Context: an optimization exercise on an open-source flow, tuned for small area, a short achievable clock period and few clock cycles. The choices shown serve that exercise and are no tape-out recipe.
Function was checked by simulation only, so behaviour that the tests miss may differ from the original.
Power figures rest on the tool's default switching activity, not on a simulated workload.

## JK
==> flow/design.v (excerpt) <==
module fnn_imgclsfctn (
    input          clk,
    input          reset,
    input  [27:0]  input_image,
    output         nxt_inp,
    output [3:0]   outp,
    output         outp_valid,
    output [9:0]   w_addr,
    input  [159:0] w_data
);
For scale: roughly 2,300 cells after synthesis, about 380 flip-flops.
export LEC_CHECK = 0
export CAP_MARGIN = 20
export CORE_MARGIN = 2
export CORE_UTILIZATION = 60
export CTS_CLUSTER_DIAMETER = 100
export CTS_CLUSTER_SIZE = 20
export SLEW_MARGIN = 20
create_clock -name core_clock -period 24.0 [get_ports {clk}]
standard.sh (not shown) runs the stock make flow with config.mk's settings and CLKGATE_MAP_FILE= SYNTH_SCRIPT=/design/flow/synth_recipe.tcl, a recipe that flattens the netlist after the stock synthesis.
==> flow/flow/run.sh <==
#!/bin/bash
# The standard layout, with each port buffered by a buf_1 instead of the
# resizer's default choice (clkdlybuf4s50_1, larger and slower).
set -o pipefail
bash standard.sh "BUFFER_PORTS_ARGS=-buffer_cell sky130_fd_sc_hd__buf_1" finish > standard.log 2>&1
Testbench counts of JK, summed over its fixed seeds: cycles 13,736.
The inputs of MS differ from those of JK as listed below.
Settings: a change of CORE_UTILIZATION from 60 to 70.
==> flow/flow/run.sh <==
#!/bin/bash
# The standard layout, with each port buffered by a buf_2 instead of the
# resizer's default choice (clkdlybuf4s50_1, larger and slower).
set -o pipefail
bash standard.sh "BUFFER_PORTS_ARGS=-buffer_cell sky130_fd_sc_hd__buf_2" finish > standard.log 2>&1
Findings:
- MS: done, clean on timing, DRC and antenna
- In the reports for MS and JK, the smaller final core utilization belongs to JK.
- Summary of MS over JK: minimum clock period after layout moved down; routed wire length moved down.
Modified inputs, AL compared to MS
Settings: changing CORE_UTILIZATION from 70 to 60.
Results
Global-route usage: AL < MS
Looking at final-layout fill cell count, AL sits 825 higher than MS does.
Of MS and AL, the higher cell area belongs to AL.
In AL, post-layout minimum cycle time is lower than in MS.
Status: sequential share of cell area parity (AL, MS)

========
The RTL this note starts from:
==> flow/design.v <==
module hidden_layer (
    input              clk,
    input              clr,
    input              add,
    input      [159:0] w,          
    input      [3:0]   sel,
    output     [15:0]  h_out
);
    reg [159:0] acc;
    reg [29:0]  cy;                
    function [4:0] ripple4(input [3:0] a, input [3:0] b, input ci);
        integer n;
        reg c;
        begin
            c = ci;
            for (n = 0; n < 4; n = n + 1) begin
                ripple4[n] = a[n] ^ b[n] ^ c;
                c = (a[n] & b[n]) | (c & (a[n] ^ b[n]));
            end
            ripple4[4] = c;
        end
    endfunction
    integer j, q;
    reg [15:0] a, b;
    reg [2:0]  c;
    reg [4:0]  s;
    always @(posedge clk) begin
        for (j = 0; j < 10; j = j + 1) begin
            a = clr ? 16'd0 : acc[16*j +: 16];
            b = add ? w[16*j +: 16] : 16'd0;
            c = clr ? 3'd0 : cy[3*j +: 3];
            for (q = 0; q < 4; q = q + 1) begin
                s = ripple4(a[4*q +: 4], b[4*q +: 4], (q == 0) ? 1'b0 : c[q-1]);
                acc[16*j + 4*q +: 4] <= s[3:0];
                if (q < 3)
                    cy[3*j + q] <= s[4];
            end
        end
    end
    integer m;
    reg [15:0] hs;
    reg [2:0]  cs;
    always @(*) begin
        hs = 16'd0;
        cs = 3'd0;
        for (m = 0; m < 10; m = m + 1)
            if (sel == m) begin
                hs = hs | acc[16*m +: 16];
                cs = cs | cy[3*m +: 3];
            end
    end
    assign h_out = hs + {cs[2], 3'd0, cs[1], 3'd0, cs[0], 4'd0};
endmodule
module output_layer (
    input              clk,
    input              reset,
    input              c_in,         
    input              last_in,      
    input      [3:0]   k_in,         
    input      [159:0] w,
    input      [15:0]  hidden_in,    
    output reg [15:0]  node_val,     
    output reg [3:0]   node_k,
    output reg         node_en
);
    reg        c2, last2;
    reg [3:0]  k2;
    reg [15:0] fld, hv;
    integer d;
    reg [15:0] prod_pp, prod_neg, mag, pp;
    reg        b2, b1, b0, one, two, ng;
    always @(*) begin
        prod_pp = 16'd0;
        prod_neg = 16'd0;
        for (d = 0; d < 8; d = d + 1) begin
            b2 = hv[2*d+1];
            b1 = hv[2*d];
            b0 = (d == 0) ? 1'b0 : hv[2*d-1];
            one = b1 ^ b0;
            two = (b2 & ~b1 & ~b0) | (~b2 & b1 & b0);
            ng = b2 & ~(b1 & b0);
            mag = ({16{one}} & fld) | ({16{two}} & {fld[14:0], 1'b0});
            pp = (mag ^ {16{ng}}) << (2*d);
            prod_pp = prod_pp + pp;
            prod_neg[2*d] = ng;
        end
    end
    integer k;
    reg [15:0] sel;
    always @(*) begin
        sel = 16'd0;
        for (k = 0; k < 10; k = k + 1)
            if (k_in == k) sel = sel | w[16*k +: 16];
    end
    always @(posedge clk or posedge reset) begin
        if (reset) begin
            c2 <= 1'b0;
            last2 <= 1'b0;
            node_en <= 1'b0;
        end else begin
            c2 <= c_in;
            last2 <= last_in;
            node_en <= last2;
        end
    end
    always @(posedge clk) begin
        fld <= sel;
        hv <= c_in ? 16'd1 : hidden_in;
        k2 <= k_in;
        node_val <= (c2 ? 16'd0 : node_val) + prod_pp + prod_neg;
        node_k <= k2;
    end
endmodule
module hardmax (
    input              clk,
    input              reset,
    input              en,           
    input      [15:0]  val,
    input      [3:0]   k,
    output reg [3:0]   max_index,    
    output reg         max_done      
);
    reg [15:0] max_value;
    always @(posedge clk) begin
        if (en && (k == 4'd0 || val > max_value)) begin
            max_value <= val;
            max_index <= k;
        end
    end
    always @(posedge clk or posedge reset) begin
        if (reset)
            max_done <= 1'b0;
        else
            max_done <= en && (k == 4'd9);
    end
endmodule
module fnn_imgclsfctn (
    input          clk,
    input          reset,
    input  [27:0]  input_image,
    output         nxt_inp,
    output [3:0]   outp,
    output         outp_valid,
    output [9:0]   w_addr,
    input  [159:0] w_data
);
    localparam S_B   = 2'd0;    
    localparam S_PIX = 2'd1;    
    localparam S_OUT = 2'd2;    
    reg [1:0]  state;
    reg [3:0]  kcnt;            
    reg [3:0]  icnt;            
    reg [27:0] cur;
    reg [9:0]  base;            
    reg [4:0]  rows;            
    reg        ntake;           
    wire       take = !ntake;
    reg [9:0]  addr_r;
    reg        t0_bias, t0_pix, t0_c, t0_last;
    reg [3:0]  k0, i0;
    assign nxt_inp = take;
    assign w_addr  = addr_r;
    reg [4:0] col;
    integer b;
    always @(*) begin
        col = 5'd0;
        for (b = 27; b >= 0; b = b - 1)
            if (cur[b]) col = b[4:0];
    end
    wire        have = (cur != 28'd0);
    wire        pop  = (state == S_PIX) && have;
    wire [27:0] rem  = pop ? (cur & (cur - 28'd1)) : cur;
    wire        pix_done = (state == S_PIX) && (rem == 28'd0) && (rows == 5'd28);
    reg [1:0]  state_n;
    reg [4:0]  rows_n;
    reg [27:0] cur_n;
    always @(*) begin
        state_n = state;
        case (state)
            S_B:     state_n = S_PIX;
            S_PIX:   if (pix_done) state_n = S_OUT;
            default: if (icnt == 4'd10 && kcnt == 4'd9) state_n = S_B;
        endcase
        rows_n = pix_done ? 5'd0 : take ? rows + 5'd1 : rows;
        cur_n = take ? input_image : rem;
    end
    wire rem_le1 = ((rem & (rem - 28'd1)) == 28'd0);
    wire take_n = !take && (rows_n != 5'd28) &&
                  ((rem == 28'd0) || (rem_le1 && state_n == S_PIX));
    always @(posedge clk or posedge reset) begin
        if (reset) begin
            state <= S_B;
            kcnt <= 4'd0;
            icnt <= 4'd0;
            rows <= 5'd0;
            ntake <= 1'b0;
            t0_bias <= 1'b0;
            t0_pix <= 1'b0;
            t0_c <= 1'b0;
            t0_last <= 1'b0;
        end else begin
            state <= state_n;
            rows <= rows_n;
            ntake <= !take_n;
            t0_bias <= (state == S_B);
            t0_pix <= pop;
            t0_c <= (state == S_OUT) && (icnt == 4'd0);
            t0_last <= (state == S_OUT) && (icnt == 4'd10);
            if (state == S_OUT) begin
                if (icnt == 4'd10) begin
                    icnt <= 4'd0;
                    kcnt <= (kcnt == 4'd9) ? 4'd0 : kcnt + 4'd1;
                end else
                    icnt <= icnt + 4'd1;
            end
        end
    end
    always @(posedge clk) begin
        cur <= cur_n;
        if (take)
            base <= (rows == 5'd0) ? 10'd0 : base + 10'd28;
        case (state)
            S_B:     addr_r <= 10'd784;
            S_PIX:   addr_r <= base + {5'd0, col};
            default: addr_r <= (icnt == 4'd0) ? 10'd795 : 10'd784 + {6'd0, icnt};
        endcase
        k0 <= kcnt;
        i0 <= icnt - 4'd1;
    end
    reg       t1_bias, t1_pix, t1_c, t1_last;
    reg [3:0] k1, i1;
    always @(posedge clk or posedge reset) begin
        if (reset) begin
            t1_bias <= 1'b0;
            t1_pix <= 1'b0;
            t1_c <= 1'b0;
            t1_last <= 1'b0;
        end else begin
            t1_bias <= t0_bias;
            t1_pix <= t0_pix;
            t1_c <= t0_c;
            t1_last <= t0_last;
        end
    end
    always @(posedge clk) begin
        k1 <= k0;
        i1 <= i0;
    end
    wire [15:0]  h_val;
    wire [15:0]  node_val;
    wire [3:0]   node_k;
    wire         node_en;
    hidden_layer u_hidden (
        .clk(clk),
        .clr(t1_bias),
        .add(t1_bias | t1_pix),
        .w(w_data),
        .sel(i1),
        .h_out(h_val)
    );
    output_layer u_output (
        .clk(clk),
        .reset(reset),
        .c_in(t1_c),
        .last_in(t1_last),
        .k_in(k1),
        .w(w_data),
        .hidden_in(h_val),
        .node_val(node_val),
        .node_k(node_k),
        .node_en(node_en)
    );
    hardmax u_hardmax (
        .clk(clk),
        .reset(reset),
        .en(node_en),
        .val(node_val),
        .k(node_k),
        .max_index(outp),
        .max_done(outp_valid)
    );
endmodule
clock: 24.0 ns
lec_check: 0
cap_margin: 20
core_margin: 2
core_utilization: 60
cts_cluster_diameter: 100
cts_cluster_size: 20
slew_margin: 20
==> flow/flow/run.sh <==
#!/bin/bash
# The standard layout, with each port buffered by a buf_2 instead of the
# resizer's default choice (clkdlybuf4s50_1, larger and slower).
set -o pipefail
bash standard.sh "BUFFER_PORTS_ARGS=-buffer_cell sky130_fd_sc_hd__buf_2" finish > standard.log 2>&1
The starting point went through all stages and came out clean.
Testbench counts at the start, summed over its fixed seeds: cycles 13,728.
Change:
==> flow/flow/run.sh (replaced) <==
#!/bin/bash
# The standard layout, with each port buffered by a buf_2 instead of the
# resizer's default choice (clkdlybuf4s50_1, larger and slower), and the
# resizer's timing repair asked for 18.2 ns of setup slack so that it works
# on the paths that set the achieved period.
set -o pipefail
bash standard.sh "BUFFER_PORTS_ARGS=-buffer_cell sky130_fd_sc_hd__buf_2" "SETUP_SLACK_MARGIN=18.2" finish > standard.log 2>&1
Outcome:
- The new run went through all stages and came out clean
- power increases by 5.9%
- utilization increases by 3.0 points
- hold slack barely changes
- synthesized area is unchanged

## port drivers added, routing unchanged
The flow's constraints put no driver on any port. The routed layouts listed below were extracted and timed again, unchanged, in two steps. Step 1 sets driving cells, clkbuf_16 on the clock port and buf_2 on the other inputs (assumed; they add their load-dependent delay and slew). Step 2 moves the port delays by t, midway between the first and last clock arrival at a register: inputs arrive t later, outputs are due t later. That takes back most of the time a late clock gives input paths. Slacks: no drivers / after step 1 / after step 2; pairs: no drivers / after step 1.
run	t (ns)	setup WS [ns]	worst setup path after step 2	worst data-port slew with drivers (ns)	pins driven straight from the clock port
JK	0.607	17.962 / 17.993 / 17.385	input to register	0.07	1
MS	0.587	17.982 / 18.008 / 17.421	input to register	0.07	1
AL	0.615	18.006 / 18.019 / 17.419	input to register	0.06	1
the first run of note 2	0.579	16.793 / 16.737 / 17.242	input to register	0.10	1
the second run of note 2	0.589	17.897 / 17.842 / 17.416	input to register	0.09	1
After both steps setup and hold are still met in every run listed. The setup slack of AL, which loses most, moves by +0.013 ns with the drivers and by -0.587 ns with both steps.
